Background: an optimization exercise with open tools, aiming at small area, a short achievable clock period and few clock cycles. Do not read the settings as production practice. RTL that was checked went through simulation tests only; none was proved equivalent to the original. Power is estimated from default activity; no workload was simulated.

Design ni_apb_bridge, start of the top module:
module ni_apb_bridge (
    input         clk,
    input         resetn,
    input  [15:0] i_flit,
    input         enable,
    output [15:0] o_flit,
    output        ready,
    output        valid_out,
    input  [31:0] prdata,
    input         pready,
    input         pslverr,
    output [13:0] paddr,
    output        psel,
    output        penable,
    output        pwrite,
    output [31:0] pwdata
);
Size: roughly 93 flip-flops, ~120 I/O pins, ~3800 sq um of cells after synthesis.
Settings: LEC_CHECK=0, CAP_MARGIN=20, CORE_MARGIN=2, CORE_UTILIZATION=50, SETUP_SLACK_MARGIN=3.0, SLEW_MARGIN=20; clock period 5.0 ns.
standard.sh (not shown) runs the stock make flow with config.mk's settings and CLKGATE_MAP_FILE= SYNTH_SCRIPT=/design/flow/synth_recipe.tcl, a recipe that flattens the netlist after the stock synthesis.
==> flow/flow/run.sh <==
#!/bin/bash
# The standard layout, with the port buffers made from sky130_fd_sc_hd__buf_1
# (buffer_ports otherwise picks clkdlybuf4s50_1, a slow delay cell).
set -euo pipefail
export BUFFER_PORTS_ARGS="-buffer_cell sky130_fd_sc_hd__buf_1"
bash standard.sh finish > standard_flow.log 2>&1
The baseline finished with timing, DRC and antenna clean.
Edit:
- ABC_AREA: default -> 1
Worst hold slack is worse by 0.029 ns.
Wire length increases by 9.1%.
Sequential cell count does not change.
Area after synthesis rose by 0.53%.
Final area grows by 0.76%.
Utilization rises by 0.46 points.
No functional check of the RTL was part of any run of this note.

========
== job 101 ==
Another version of the RTL of ni_apb_bridge (not shown whole).
Size in the first run: roughly 340 cells after synthesis, roughly 93 flip-flops, roughly 120 I/O pins.
==> flow/design.v (excerpt) <==
module ni_apb_bridge (
    input         clk,
    input         resetn,
    input  [15:0] i_flit,
    input         enable,
    output [15:0] o_flit,
    output        ready,
    output        valid_out,
    input  [31:0] prdata,
    input         pready,
    input         pslverr,
    output [13:0] paddr,
    output        psel,
    output        penable,
    output        pwrite,
    output [31:0] pwdata
);
  reg [15:0] h_q, t_q, o_q;    
  reg [31:0] pw_q;             
  reg        e_q;              
  reg        rdy_q, psel_q, pen_q, vld_q;
  reg [2:0]  rx_q;             
  reg        infl_q;           
  reg        pend_q;           
  reg [2:0]  beat_q;           
  wire take   = rdy_q & enable;
  wire xend   = pen_q & pready;
  wire ofree  = ~vld_q | (beat_q == 3'd4);
  wire start  = (xend | pend_q) & ofree;
  wire [31:0] rd_perm = {prdata[1:0], prdata[31:18], prdata[17:2]};
  always @(posedge clk) begin
    if (!resetn) begin
      rdy_q  <= 1'b1;
      rx_q   <= 3'd0;
      infl_q <= 1'b0;
      psel_q <= 1'b0;
      pen_q  <= 1'b0;
      pend_q <= 1'b0;
      vld_q  <= 1'b0;
    end else begin
      if (take) rx_q <= 3'd1;
      else if (rx_q == 3'd5) rx_q <= 3'd0;
      else if (rx_q != 3'd0) rx_q <= rx_q + 3'd1;
      if (take) infl_q <= 1'b1;
      else if (start) infl_q <= 1'b0;
      rdy_q <= ~take & (rx_q == 3'd0 || rx_q == 3'd5) & (~infl_q | start);
      if ((rx_q == 3'd1 && !i_flit[1]) || (rx_q == 3'd3 && pw_q[0])) psel_q <= 1'b1;
      else if (xend) psel_q <= 1'b0;
      pen_q  <= psel_q & ~xend;
  ...
export LEC_CHECK = 0
export CAP_MARGIN = 20
export CORE_MARGIN = 2
export CORE_UTILIZATION = 40
export SETUP_SLACK_MARGIN = 3.0
export SLEW_MARGIN = 20
create_clock -name core_clock -period 5.0 [get_ports {clk}]
run.sh (not shown) runs the stock make flow with config.mk's settings and CLKGATE_MAP_FILE= SYNTH_SCRIPT=/design/flow/synth_recipe.tcl, a recipe that flattens the netlist after the stock synthesis.
Stock flow here: none of the scripts above is used.
Job 101 reached the final stage; the timing, design-rule and antenna checks on its layout passed.
Testbench counts of job 101, summed over its fixed seeds: cycles 10,485.
What job 102 does differently from job 101 at the input level:
==> flow/flow/run.sh (new file) <==
#!/bin/bash
# The standard layout, with the port buffers made from sky130_fd_sc_hd__buf_1
# (buffer_ports otherwise picks clkdlybuf4s50_1, a slow delay cell).
set -euo pipefail
export BUFFER_PORTS_ARGS="-buffer_cell sky130_fd_sc_hd__buf_1"
bash standard.sh finish > standard_flow.log 2>&1
==> flow/standard.sh (new file) <==
#!/bin/bash
# synth_recipe.tcl (not shown) runs the flow's synth.tcl, then flattens the netlist and writes it again
# the make line also repeats each setting of config.mk as NAME=value (left out here)
make -C /OpenROAD-flow-scripts/flow DESIGN_CONFIG=/design/flow/config.mk WORK_HOME=/design/flow/orfs CLKGATE_MAP_FILE= SYNTH_SCRIPT=/design/flow/synth_recipe.tcl "${@:-finish}"
-- flow/config.mk --
<<< job 101, line 9
export CORE_MARGIN = 2
export CORE_UTILIZATION = 40
export SETUP_SLACK_MARGIN = 3.0
>>> job 102, line 9
export CORE_MARGIN = 2
export CORE_UTILIZATION = 60
export SETUP_SLACK_MARGIN = 3.0
removed: flow/run.sh
==> run summary <==
- Share of the final layout cell area in multi-input gates | job 102 above job 101
- Higher initial standard-cell utilization of the core was reported by job 102, not job 101.
- Against job 101, job 102 reports a worst hold slack after final layout that is higher.
- The aggregate routed wire length in job 102 sits 1700 um below the value recorded for job 101.
- On non-clock buffer contribution to total cell area: between job 102 and job 101, it ends up higher for job 101.
The following lists how job 103 was set up differently from job 102:
-- flow/config.mk --
<<< job 102, line 9
export CORE_MARGIN = 2
export CORE_UTILIZATION = 60
export SETUP_SLACK_MARGIN = 3.0
>>> job 103, line 9
export CORE_MARGIN = 2
export CORE_UTILIZATION = 75
export SETUP_SLACK_MARGIN = 3.0
## What came out
- Core occupancy in the finished layout on job 103 is up relative to job 102.
- Worst relative slew slack: job 103 better than job 102
- Share of flip-flops with an asynchronous set or reset: job 103 vs job 102 identical
- Job 102 -> job 103: reported leakage power increased slightly
- Die: job 103 smaller than job 102
- Job 103 against job 102: share of the clock period used by the worst path after layout rose 0.84 points; arrival time at the worst endpoint rose 0.04 ns; fmax fell 2.1%.
- The placed standard-cell area was comparable across job 102 and job 103.
Modified inputs, job 104 compared to job 103
==> flow/flow/run.sh <==
#!/bin/bash
# The standard layout, with the port buffers made from sky130_fd_sc_hd__buf_1
# (buffer_ports otherwise picks clkdlybuf4s50_1, a slow delay cell), and a
# flatter clock tree.
set -euo pipefail
export BUFFER_PORTS_ARGS="-buffer_cell sky130_fd_sc_hd__buf_1"
export CTS_ARGS="-sink_clustering_enable -sink_clustering_size 50 -sink_clustering_max_diameter 200 -sink_clustering_levels 1 -buf_list sky130_fd_sc_hd__clkbuf_16 -repair_clock_nets"
bash standard.sh finish > standard_flow.log 2>&1
-- flow/config.mk --
<<< job 103, line 9
export CORE_MARGIN = 2
export CORE_UTILIZATION = 75
export SETUP_SLACK_MARGIN = 3.0
>>> job 104, line 9
export CORE_MARGIN = 2
export CORE_UTILIZATION = 40
export SETUP_SLACK_MARGIN = 3.0
==> run summary <==
Final HPWL from detailed placement delta (job 104 − job 103): favourable
Relative to job 103, clock tree buffer count of the final layout has decreased by 2 in job 104.
On number of cells on the critical path, job 104 tracks job 103 almost exactly.
Job 104 vs job 103 — aggregate routed wire length dropped by more than 10%
Job 104 vs job 103 — non-clock buffer count dropped slightly
Between job 103 and job 104, the flow reports power increasing by a little under 10%.
Cmp job 103 and job 104 / per-cell via count in the routed design / higher: job 103
Cmp job 103 and job 104 / first-pass GRT wire length / higher: job 103
Synthesized cell count essentially unchanged between job 103 and job 104.
Job 103 has a lower x dimension of the die than job 104.
Changes in job 105 relative to job 104:
==> flow/run.sh (new file) <==
#!/bin/bash
# synth_recipe.tcl (not shown) runs the flow's synth.tcl, then flattens the netlist and writes it again
# the make line also repeats each setting of config.mk as NAME=value (left out here)
make -C /OpenROAD-flow-scripts/flow DESIGN_CONFIG=/design/flow/config.mk WORK_HOME=/design/flow/orfs CLKGATE_MAP_FILE= SYNTH_SCRIPT=/design/flow/synth_recipe.tcl finish
-- flow/config.mk --
<<< job 104, line 10
export CORE_UTILIZATION = 40
export SETUP_SLACK_MARGIN = 3.0
export SLEW_MARGIN = 20
>>> job 105, line 10
export CORE_UTILIZATION = 40
export SETUP_SLACK_MARGIN = 3.5
export SLEW_MARGIN = 20
removed: flow/flow/run.sh
removed: flow/standard.sh
- Job 105 vs job 104, switching share of power went up by 3.8 points.
- Going from job 104 to job 105, number of combinational gates with multiple inputs grew slightly.
- Going from job 104 to job 105, met1 usage picked up an extra 6.2 points, met1 wire length picked up an extra 17%.
- Taking job 105 over job 104, the overall power after layout ratio works out to 1.07.
- | maximum vdd drop | lower: job 104 |
- Job 104 → job 105: cell area after placement rose 21%; number of non-filler instances in the completed layout saw an increase.

[static timing again, ports no longer ideal]
No port has a modelled driver above. Below, the same layouts with a new extraction and two added sets of constraints. Step 1: set_driving_cell puts a clkbuf_16 on clk and a buf_2 on each other input, an assumption about the parent block. Step 2 times the ports against the registers' clock, not the clock port: input delays grow and output delays shrink by t, the midpoint of the rising clock arrivals with the driver on. Three values: no drivers, after step 1, after step 2; two values: the first two.
run | shift t [ns] | slack for setup (ns) | worst setup path after step 2 | clock arrival spread, ns | worst slew at a driven data input, ns
the first run of note 1 | 0.375 | 3.034 / 3.004 / 2.818 | input to register | 0.014 / 0.014 | 0.03
the second run of note 1 | 0.377 | 3.050 / 3.020 / 2.958 | input to register | 0.011 / 0.011 | 0.04
job 101 | 0.386 | 2.840 / 2.810 / 2.932 | input to register | 0.010 / 0.009 | 0.04
job 102 | 0.374 | 3.038 / 3.007 / 2.716 | input to register | 0.011 / 0.011 | 0.03
job 103 | 0.381 | 2.996 / 2.968 / 2.663 | input to register | 0.009 / 0.009 | 0.05
job 104 | 0.374 | 3.037 / 3.001 / 2.701 | input to register | 0.009 / 0.009 | 0.04
job 105 | 0.392 | 2.944 / 2.912 / 3.094 | input to register | 0.012 / 0.012 | 0.06
After both steps every run listed still meets setup and hold. The setup slack of job 104, which loses most, moves by -0.036 ns with the drivers and by -0.336 ns with both steps.
